Source: an optimization exercise on an open RTL-to-GDS flow (aim: small area and a short achievable clock period). Production flows keep margins and buffers that such runs may drop.
For this run, only the layout was checked, not whether the RTL still works.
No activity file was given, so power comes from the tool's default toggle rates.

==> flow/design.v <==
module kernel_rom (
    input [1:0] kernel_size,
    input [5:0] addr,
    output [4:0] wcode
);
    localparam [4:0] W0  = 5'b00000,
                     WP1 = 5'b00001, WN1 = 5'b01001,
                     WP2 = 5'b00010, WN2 = 5'b01010,
                     WP4 = 5'b00100, WN4 = 5'b01100,
                     WP3 = 5'b10001, WP6 = 5'b10010;
    reg [4:0] w0, w1;
    always @(*) begin
        case (addr)  
            0, 6: w0 = WP1;
            1, 7: w0 = W0;
            2, 8: w0 = WN1;
            3, 5: w0 = WP2;
            4: w0 = W0;
            default: w0 = WN2;
        endcase
        case (addr)  
            0, 4, 20, 24: w1 = WP1;
            1, 3, 21, 23: w1 = WP2;
            2, 22: w1 = WP4;
            5, 15: w1 = WP3;
            10, 14: w1 = WP6;
            6, 18: w1 = WN1;
            7, 17: w1 = WN2;
            8, 16: w1 = WN4;
            default: w1 = W0;
        endcase
    end
    wire [4:0] w2 = addr[0] ? WN1 : WP1;  
    assign wcode = kernel_size == 2'd0 ? w0 :
                   kernel_size == 2'd1 ? w1 :
                   kernel_size == 2'd2 ? w2 : W0;
endmodule
module pe (
    input [15:0] acc,
    input [10:0] term,
    input dbl,
    input neg,
    output [15:0] sum,
    output c6,
    output c11
);
    wire sgn = term[10];
    wire [10:0] a = acc[10:0];
    wire [10:0] b = term;
    wire [10:0] c = dbl ? {term[9:0], 1'b0} : 11'd0;
    wire [10:0] s = a ^ b ^ c;
    wire [10:0] k = (a & b) | (a & c) | (b & c);
    wire [11:0] y = {k, neg};
    assign {c6, sum[5:0]} = {1'b0, s[5:0]} + {1'b0, y[5:0]};
    assign {c11, sum[10:6]} = {1'b0, s[10:6]} + {1'b0, y[10:6]};
    wire [2:0] d = {2'b00, k[10]} - {2'b00, sgn} - {2'b00, dbl & sgn};
    assign sum[15:11] = acc[15:11] + {{2{d[2]}}, d};
endmodule
module resolve (
    input [15:0] x,
    input c6,
    input c11,
    output [15:0] s
);
    wire [4:0] m = x[10:6];
    wire [4:0] cm;
    assign cm[0] = c6;
    genvar i;
    generate
        for (i = 1; i < 5; i = i + 1) begin : mc
            assign cm[i] = c6 & (&m[i-1:0]);
        end
    endgenerate
    wire mo = c6 & (&m);
    wire [4:0] h = x[15:11];
    wire both = mo & c11;
    wire one = mo ^ c11;
    wire [4:0] t1;
    assign t1[0] = one;
    generate
        for (i = 1; i < 5; i = i + 1) begin : hc
            assign t1[i] = one & (&h[i-1:0]);
        end
    endgenerate
    wire [4:0] h1 = h ^ t1;
    wire [4:0] t2;
    assign t2[0] = 1'b0;
    assign t2[1] = both;
    generate
        for (i = 2; i < 5; i = i + 1) begin : hd
            assign t2[i] = both & (&h1[i-1:1]);
        end
    endgenerate
    assign s = {h1 ^ t2, m ^ cm, x[5:0]};
endmodule
module systolic_array (
    input clk,
    input reset,
    input [1:0] kernel_size,
    input [7:0] pixel_in,
    output [2:0] level
);
    reg [5:0] index;
    reg run_q, live_q, wrp_q;
    reg [2:0] cmp_q;
    reg [9:0] term_q;
    reg neg_q, dbl_q;
    reg [15:0] ps_q;
    reg ps_c6, ps_c11;
    reg signed [15:0] ps_d;
    wire [4:0] wcode;
    kernel_rom kr (.kernel_size(kernel_size), .addr(index), .wcode(wcode));
    wire run = (kernel_size == 2'b00 && index < 9) ||
               (kernel_size == 2'b01 && index < 25) ||
               (kernel_size == 2'b10 && index < 49);
    wire [9:0] px = {{2{pixel_in[7]}}, pixel_in};
    wire [9:0] sh = ({10{wcode[0]}} & px) | ({10{wcode[1]}} & {px[8:0], 1'b0}) |
                    ({10{wcode[2]}} & {px[7:0], 2'b0});
    wire [9:0] term_d = sh ^ {10{wcode[3]}};
    wire [15:0] ps_full;
    resolve rs (.x(ps_q), .c6(ps_c6), .c11(ps_c11), .s(ps_full));
    wire [15:0] partial_sum = run_q ? ps_full : 16'd0;
    wire [15:0] pe_sum;
    wire c6, c11;
    pe pe_inst (.acc(ps_d), .term({term_q[9], term_q}), .dbl(dbl_q), .neg(neg_q),
                .sum(pe_sum), .c6(c6), .c11(c11));
    wire gt200 = ps_d > 16'sd200;
    wire gt500 = ps_d > 16'sd500;
    wire gt1000 = ps_d > 16'sd1000;
    assign level = wrp_q ? {gt1000, gt500, gt200} : cmp_q;
    always @(posedge clk) begin
        term_q <= term_d;
        neg_q <= wcode[3];
        dbl_q <= wcode[4];
        ps_q <= pe_sum;
        ps_c6 <= c6;
        ps_c11 <= c11;
        ps_d <= partial_sum;
    end
    always @(posedge clk or posedge reset) begin
        if (reset) begin
            index <= 0;
            run_q <= 0;
            live_q <= 0;
            wrp_q <= 0;
            cmp_q <= 0;
        end else begin
            live_q <= 1'b1;
            run_q <= run & live_q;
            wrp_q <= !run;
            cmp_q <= level;
            if (run)
                index <= index + 1;
            else
                index <= 0;
        end
    end
endmodule
module cnn_accelerator (
    input clk,
    input reset,
    input [7:0] pixel_in,
    input [1:0] kernel_size,
    output reg detected
);
    wire [2:0] lvl;
    systolic_array sa (
        .clk(clk),
        .reset(reset),
        .kernel_size(kernel_size),
        .pixel_in(pixel_in),
        .level(lvl)
    );
    always @(posedge clk or posedge reset) begin
        if (reset)
            detected <= 0;
        else begin
            case (kernel_size)
                2'b00: detected <= lvl[0];
                2'b01: detected <= lvl[1];
                2'b10: detected <= lvl[2];
                default: detected <= 0;
            endcase
        end
    end
endmodule
==> flow/run.sh <==
#!/bin/bash
# synth_recipe.tcl (not shown) runs the flow's synth.tcl, then flattens the netlist and writes it again
# the make line also repeats each setting of config.mk as NAME=value (left out here)
make -C /OpenROAD-flow-scripts/flow DESIGN_CONFIG=/design/flow/config.mk WORK_HOME=/design/flow/orfs CLKGATE_MAP_FILE= SYNTH_SCRIPT=/design/flow/synth_recipe.tcl finish
==> flow/config.mk <==
export PLATFORM = sky130hd
export DESIGN_NAME = cnn_accelerator
export DESIGN_NICKNAME = cnn_accelerator
export VERILOG_FILES = /design/flow/design.v
export SDC_FILE = /design/flow/constraint.sdc
export NUM_CORES = 4
export LEC_CHECK = 0
export ABC_CLOCK_PERIOD_IN_PS = 2200
export CAP_MARGIN = 20
export CORE_MARGIN = 2
export CORE_UTILIZATION = 65
export CTS_BUF_LIST = sky130_fd_sc_hd__clkbuf_4
export SETUP_SLACK_MARGIN = 3.8
export SLEW_MARGIN = 20
==> flow/constraint.sdc <==
create_clock -name core_clock -period 6.0 [get_ports {clk}]
set_input_delay 1.2000 -clock core_clock [delete_from_list [all_inputs] [get_ports {clk}]]
set_output_delay 1.2000 -clock core_clock [all_outputs]
set_load 0.01 [all_outputs]
==> summary.txt <==
PD cells 462 nW/um^2; Mapped Cells 354; Most used DFF post-synth dfxtp_1; Hold Vio Cnt, Final 0; Routed Antenna Nets 0; DIE AREA 5760 um^2; hold_ws 446 ps; crit path max fanout 8; Leak Pwr 1.88 nW; CTS clock-pin slew for the worst setup and hold paths 100 ps; Yosys cell types 54; setup TNS 0 ps; post-synth top area cell dfxtp_1; die width 75.9 um; fin crit period 2290 ps; clk latency of the worst-skew pair 410 ps; Max clock buf depth 2; routed wire length 6900 um; CP arrival 2570 ps; first-pass GRT wire length 11200 um; critical path class in2reg; fin. max-slew vios 0; most instantiated cells after synthesis inv_1 (52), dfxtp_1 (46), ha_1 (29); drt wl/cell 14.8 um; all-layer global routing usage 0.248; cell area after synthesis 3360 um^2; Max-Slew Margin vs Limit 0.673; Syn Nets 407; Post-Syn Area per Cell 9.49 um^2; HPWL Detailed 4390 um; measured slew at the worst slew-check pin 484 ps; async set-reset flop share out of synthesis 0.220; Syn. warnings 3; Die H 75.9 um; CP Capture Type flip-flop; total gr overflow 0; I/O pins 13; Hold Path Class reg2reg; H-tree levels 3; Initial Util 0.667; total power draw 1.89 mW; initial antenna violation count 0; CTS sink cnt 59; status no timing/DRC/antenna violations; RSZ-0062 raised after global routing yes; fraction of layout cells with a size suffix above 1 0.240; pin count of the biggest net entering global routing 17; CP startpoint kind input port; vias post-DR 2540; fin nets 444; TritonCTS Buffers 9; final setup fails 0; area delta synth->final 21.9%; clk_skew 14.9 ps; Port Buffers 12; first drt pass iteration count 6; top-count cell post-synth inv_1; total core area 5040 um^2; Final Cycle Share 0.382; FP Rows 26; Antenna Diode Count 0; Yosys reg bits 59; 1st-iter DRT viols 97; vias in the first global route 2535; Synth area leaders dfxtp_1 (27%), ha_1 (11%), dfrtp_1 (9.7%), fa_1 (7.1%), xnor2_1 (6.8%); top-area cell type share of the netlist area 0.274; Post-synth EDFFs 0; CTS tree built; Vias/cell 5.45; fmax 437 MHz; Max Cap Viol 0; share of the yosys chip area belonging to registers 0.371; Max VDD drop 0.294 mV; Routability Congestion 0.827; CTS root buf clkbuf_4; WP data required 6280 ps; Remaining DRCs 0
## flip-flops by register name, indices dropped and copies added (netlist names)
name       cells
sa.term_q     10
sa.index       6
sa.wrp_q       1
detected       1
sa.live_q      1
sa.ps_q       16
sa.neg_q       1
sa.run_q       1
sa.ps_d       16
sa.ps_c11      1
sa.ps_c6       1
sa.cmp_q       3
sa.dbl_q       1
## cells in the final DEF, fill, tap and decap left out, types with 4 or more instances in the layout
cell	count
inv_1	51
dfxtp_1	38
xnor2_1	25
buf_4	23
nand2_1	22
ha_1	21
nor2_1	16
and2_1	15
xor2_1	10
dfrtp_1	10
fa_1	9
clkbuf_4	9
clkdlybuf4s50_1	9
a21oi_2	7
a21oi_1	7
nand3_1	7
nand2b_1	6
o21ai_0	6
a222oi_1	6
dfxtp_2	6
a21o_1	5
nor2b_1	4
ha_4	4
ha_2	4
## worst max-delay path, cell delays in order
cell and delay (ps):
buf_12 110, or4b_4 520, a31oi_2 230, o21ai_2 90, nand2_2 150, a222oi_1 130, xnor2_1 140
## layout make-up
| type | count | area [um^2] |
|---|---|---|
| fill | 322 | 946 |
| timing repair buffer | 35 | 303 |
| multi-input combinational | 232 | 2090 |
| clock buffer | 9 | 67.6 |
| inverter | 54 | 203 |
| sequential | 59 | 1260 |
| clock inverter | 7 | 82.6 |
| tap | 70 | 87.6 |
## repair_timing
| action | CTS | global route |
|---|---|---|
| pin swaps | 9 | 21 |
| hold endpoints to repair | 0 | 0 |
| buffers inserted | 13 | 10 |
| gates cloned | 0 | 1 |
| hold buffers | 0 | 0 |
| setup endpoints to repair | 30 | 17 |
| resized for setup | 42 | 36 |
## worst paths after layout
kind                                      from           end  slack (ps)  cells past startpoint
worst max-delay path            kernel_size[1]  sa.term_q[3]        3710                      7
worst min-delay path                sa.ps_q[2]    sa.ps_d[2]         450                      1
worst max register to register     sa.index[0]  sa.term_q[8]        3830                      9
worst min register to register      sa.ps_q[2]    sa.ps_d[2]         450                      1
max in group asynchronous                reset   sa.index[0]        4550                      2
min in group asynchronous                reset   sa.index[5]        1100                      2
## routing by layer
metal,share of wire,GRT usage,up-vias
li1,-,-,1256
met3,0.050,0.0679,18
met2,0.50,0.429,55
met4,0.024,0.0891,0
met5,0,0,-
met1,0.42,0.296,1211
## where the power goes
group	internal (mW)	switching [mW]
combinational	0.445	0.451
sequential	0.562	0.129
clock	0.164	0.142
## logic make-up (layout without fill, tap and decap cells)
group                    after synthesis  in the layout  synth area share
AO/OA/AOI/OAI                         61             62             0.133
XOR/XNOR                              36             36            0.0938
adder cells (fa/ha/maj)               41             41             0.179
buffers and inverters                 64            105            0.0763
flip-flops                            59             59             0.371
multiplexers                           3              3           0.00894
other                                  1              1           0.00112
AND/OR/NAND/NOR                       89             89             0.137
## through the flow
step / worst slack, ps / instance area [um^2] / cells / util
after floorplan: 3510 / 3410 / 354 / -
after global placement: 2760 / 3520 / 426 / 0.699
after detailed placement: 2720 / 3520 / 426 / 0.699
after CTS: 3740 / 3840 / 455 / 0.762
after global routing: 3690 / 4100 / 466 / 0.812
final: 3710 / 4100 / 466 / 0.812

## re-timing with driven ports
In the flow no input, the clock included, has a driving cell. The finished layout below was timed again as built, in two steps.
Step 1 assumes that a clkbuf_16 drives the clock port and a buf_2 every other input.
Step 2 times the ports against the registers' clock, not the clock port: input delays grow and output delays shrink by t, the midpoint of the rising clock arrivals with the driver on.
Slacks: ideal ports / drivers / drivers and shift; pairs: ideal ports / drivers.
shift t [ns]: 0.426
setup slack, ns: 3.711 / 3.681 / 3.254
clock arrival spread, ns: 0.015 / 0.015
slew at the worst register clock pin (ns): 0.10 / 0.10
After both steps this run still meets setup and hold. For this run, drivers alone change the setup slack by -0.030 ns; drivers and shift together by -0.457 ns.
